Source: an optimization exercise on an open RTL-to-GDS flow (aim: small area, a short achievable clock period and few clock cycles). Production flows keep margins and buffers that such runs may drop.
Function was checked by simulation only, so behaviour that the tests miss may differ from the original.
The clock port is modelled as an ideal driver, which makes a skipped or thinned clock tree look cheaper than it is; a real chip needs a root buffer or a tree.
Power is estimated from default activity; no workload was simulated.

==> flow/design.v (excerpt) <==
module LZ77_Encoder(clk,reset,chardata,valid,encode,finish,offset,match_len,char_nxt);
For scale: ~31 I/O pins.
export LEC_CHECK = 0
export CAP_MARGIN = 35
export CORE_MARGIN = 2
export CORE_UTILIZATION = 40
export SLEW_MARGIN = 35
export SYNTH_MEMORY_MAX_BITS = 8192
create_clock -name core_clock -period 16.5 [get_ports {clk}]
standard.sh (not shown) runs the stock make flow with config.mk's settings and CLKGATE_MAP_FILE= SYNTH_SCRIPT=/design/flow/synth_recipe.tcl, a recipe that flattens the netlist after the stock synthesis.
==> flow/flow/run.sh <==
#!/bin/bash
# Standard ORFS layout with three changes: port buffers are buf_4, timing
# repair aims for a short period (the SDC is unchanged), and the clock tree is
# a balanced two-level tree built in a PRE_CTS hook (mytree.tcl).
set -uo pipefail
W=$PWD
F=$W/flow
export MY_CTS_LEAVES=${MY_CTS_LEAVES:-12}
export MY_CTS_ROOTS=${MY_CTS_ROOTS:-4}
export MY_CTS_LEAF_CELL=${MY_CTS_LEAF_CELL:-sky130_fd_sc_hd__clkbuf_16}
export MY_CTS_ROOT_CELL=${MY_CTS_ROOT_CELL:-sky130_fd_sc_hd__clkbuf_16}
bash standard.sh \
  SETUP_SLACK_MARGIN=${MY_SETUP_MARGIN:-12.4} \
  "BUFFER_PORTS_ARGS=-buffer_cell sky130_fd_sc_hd__buf_4" \
  PRE_CTS_TCL=$F/cts_hook.tcl \
  finish > $W/make_finish.log 2>&1
rc=$?
cp -f $W/orfs/logs/*/LZ77_Encoder/base/*.log $W/ 2>/dev/null
exit $rc
==> flow/flow/cts_hook.tcl <==
# PRE_CTS hook: build the clock tree here (mytree.tcl) and make the CTS
# step's clock_tree_synthesis call a no-op, so the rest of the step (placement
# legalisation and timing repair) runs on this tree.
source [file join [file dirname [info script]] mytree.tcl]
build_clock_tree $::env(MY_CTS_LEAVES) $::env(MY_CTS_ROOTS) $::env(MY_CTS_LEAF_CELL) $::env(MY_CTS_ROOT_CELL)
set_propagated_clock [all_clocks]
rename clock_tree_synthesis tritoncts_unused
proc clock_tree_synthesis { args } {
  puts "clock tree built by flow/mytree.tcl; TritonCTS not run"
}
Other scripts of this flow, unchanged in this note and not shown: flow/flow/mytree.tcl
Testbench counts at the start, summed over its fixed seeds: cycles 12,360.
Then changed:
==> flow/flow/run.sh (replaced) <==
#!/bin/bash
# Standard ORFS layout (the standard.sh) with these changes:
# - the clock tree is a balanced two-level buffer tree built in a PRE_CTS hook
#   (cts_hook.tcl, mytree.tcl) in place of TritonCTS;
# - timing repair aims for a short period through SETUP_SLACK_MARGIN (the SDC,
#   and so the clock period and I/O delays, are unchanged);
# - port buffers start as buf_1 (repair upsizes those on critical paths);
# - ABC's buffers are removed at floorplan (REMOVE_ABC_BUFFERS), and the
#   combinational logic is then resynthesised for area (floorplan_hook.tcl).
# Each step's log is copied next to make_finish.log when the flow ends.
set -uo pipefail
W=$PWD
F=$W/flow
export MY_CTS_LEAVES=${MY_CTS_LEAVES:-12}
export MY_CTS_ROOTS=${MY_CTS_ROOTS:-4}
export MY_CTS_LEAF_CELL=${MY_CTS_LEAF_CELL:-sky130_fd_sc_hd__buf_12}
export MY_CTS_ROOT_CELL=${MY_CTS_ROOT_CELL:-sky130_fd_sc_hd__buf_8}
bash standard.sh \
  SETUP_SLACK_MARGIN=${MY_SETUP_MARGIN:-12.4} \
  "BUFFER_PORTS_ARGS=-buffer_cell ${MY_PORT_BUF:-sky130_fd_sc_hd__buf_1}" \
  PRE_CTS_TCL=$F/cts_hook.tcl REMOVE_ABC_BUFFERS=1 POST_FLOORPLAN_TCL=$F/floorplan_hook.tcl ${MY_EXTRA:-} \
  finish > $W/make_finish.log 2>&1
rc=$?
cp -f $W/orfs/logs/*/LZ77_Encoder/base/*.log $W/ 2>/dev/null
exit $rc
==> flow/flow/floorplan_hook.tcl (new file) <==
# POST_FLOORPLAN hook: resynthesise the combinational logic for area with
# OpenROAD's restructure (ABC); registers are not touched. Timing repair
# later in the flow upsizes what the short-period target needs.
set rmp_dir [file join $::env(OBJECTS_DIR) rmp]
file mkdir $rmp_dir
log_cmd restructure -liberty_file [lindex $::env(LIB_FILES) 0] -target area \
  -tielo_port sky130_fd_sc_hd__conb_1/LO -tiehi_port sky130_fd_sc_hd__conb_1/HI \
  -work_dir $rmp_dir -abc_logfile [file join $rmp_dir abc.log]
report_design_area
=> The new run completed with no timing, DRC or antenna violations. Worst setup slack gains 41 ps. Final area fell by 7.0%. Worst hold slack hardly moves. Area after synthesis stays the same. Flip-flop and latch count does not change. Wire length increases by 17%. Fmax rises by 1.0%. Synthesized cell count is unchanged. Total power is lower by about 3.7%. Sequential share of layout area came out higher by 4.0 points. Global-route usage goes up by 2.2 points.
Then changed:
--- a/flow/flow/run.sh
+++ b/flow/flow/run.sh
@@ -6,6 +6,5 @@
 #   and so the clock period and I/O delays, are unchanged);
 # - port buffers start as buf_1 (repair upsizes those on critical paths);
-# - ABC's buffers are removed at floorplan (REMOVE_ABC_BUFFERS), and the
-#   combinational logic is then resynthesised for area (floorplan_hook.tcl).
+# - ABC's buffers are removed at floorplan (REMOVE_ABC_BUFFERS).
 # Each step's log is copied next to make_finish.log when the flow ends.
 set -uo pipefail
@@ -19,5 +18,5 @@
   SETUP_SLACK_MARGIN=${MY_SETUP_MARGIN:-12.4} \
   "BUFFER_PORTS_ARGS=-buffer_cell ${MY_PORT_BUF:-sky130_fd_sc_hd__buf_1}" \
-  PRE_CTS_TCL=$F/cts_hook.tcl REMOVE_ABC_BUFFERS=1 POST_FLOORPLAN_TCL=$F/floorplan_hook.tcl ${MY_EXTRA:-} \
+  PRE_CTS_TCL=$F/cts_hook.tcl REMOVE_ABC_BUFFERS=1 ${MY_EXTRA:-} \
   finish > $W/make_finish.log 2>&1
 rc=$?
removed: flow/flow/floorplan_hook.tcl
Outcome:
- The changed run completed with no timing, DRC or antenna violations
- fmax barely changes
- area after synthesis is unchanged
- global-route usage is lower by 3.1 points
- routed wire length is lower by 18%
- worst setup slack hardly moves
- total power rose by 1.3%
- register-to-register slack gets better by 440 ps
Then changed:
--- a/flow/flow/run.sh
+++ b/flow/flow/run.sh
@@ -6,5 +6,6 @@
 #   and so the clock period and I/O delays, are unchanged);
 # - port buffers start as buf_1 (repair upsizes those on critical paths);
-# - ABC's buffers are removed at floorplan (REMOVE_ABC_BUFFERS).
+# - ABC's buffers are removed at floorplan (REMOVE_ABC_BUFFERS), and the
+#   combinational logic is then resynthesised for area (floorplan_hook.tcl).
 # Each step's log is copied next to make_finish.log when the flow ends.
 set -uo pipefail
@@ -18,5 +19,5 @@
   SETUP_SLACK_MARGIN=${MY_SETUP_MARGIN:-12.4} \
   "BUFFER_PORTS_ARGS=-buffer_cell ${MY_PORT_BUF:-sky130_fd_sc_hd__buf_1}" \
-  PRE_CTS_TCL=$F/cts_hook.tcl REMOVE_ABC_BUFFERS=1 ${MY_EXTRA:-} \
+  PRE_CTS_TCL=$F/cts_hook.tcl REMOVE_ABC_BUFFERS=1 POST_FLOORPLAN_TCL=$F/floorplan_hook.tcl ${MY_EXTRA:-} \
   finish > $W/make_finish.log 2>&1
 rc=$?
==> flow/flow/floorplan_hook.tcl (new file) <==
# POST_FLOORPLAN hook: resynthesise the combinational logic for area with
# OpenROAD's restructure (ABC), twice; registers are not touched. Timing
# repair later in the flow upsizes what the short-period target needs.
set rmp_dir [file join $::env(OBJECTS_DIR) rmp]
file mkdir $rmp_dir
for {set pass 0} {$pass < 2} {incr pass} {
  log_cmd restructure -liberty_file [lindex $::env(LIB_FILES) 0] -target area \
    -tielo_port sky130_fd_sc_hd__conb_1/LO -tiehi_port sky130_fd_sc_hd__conb_1/HI \
    -work_dir $rmp_dir -abc_logfile [file join $rmp_dir abc_$pass.log]
  report_design_area
}
The new run completed without violations.
Synthesized cell count stays the same.
Utilization falls by 2.2 points.
Worst setup slack stays flat.
First-iteration DRC count grows by well over a third.
In every run of this note, the design's own scripts or RTL, not TritonCTS, make the clock network.

## re-timing with driven ports
Ports are ideal in the flow. The routed layouts listed here were re-timed in OpenROAD. Step 1 assumes that a clkbuf_16 drives the clock port and a buf_2 every other input. Step 2, shift: input delay + t, output delay - t, t = (earliest + latest rising clock arrival at the registers) / 2. This alone moves slack from input paths to output paths. Three values: ideal, step 1, step 2; two values: the first two.
run | shift t [ns] | setup slack, ns | worst setup path after step 2 | clock arrival spread, ns | pins driven straight from the clock port
the first run | 0.399 | 12.383 / 12.296 / 12.632 | input to register | 0.030 / 0.030 | 4
the second run | 0.361 | 12.424 / 12.334 / 12.233 | input to register | 0.033 / 0.034 | 4
the third run | 0.365 | 12.422 / 12.328 / 12.583 | input to register | 0.036 / 0.036 | 4
the fourth run | 0.373 | 12.425 / 12.326 / 12.470 | input to register | 0.030 / 0.030 | 4
After both steps every run listed still meets setup and hold. The setup slack of the second run, which loses most, moves by -0.090 ns with the drivers and by -0.191 ns with both steps.
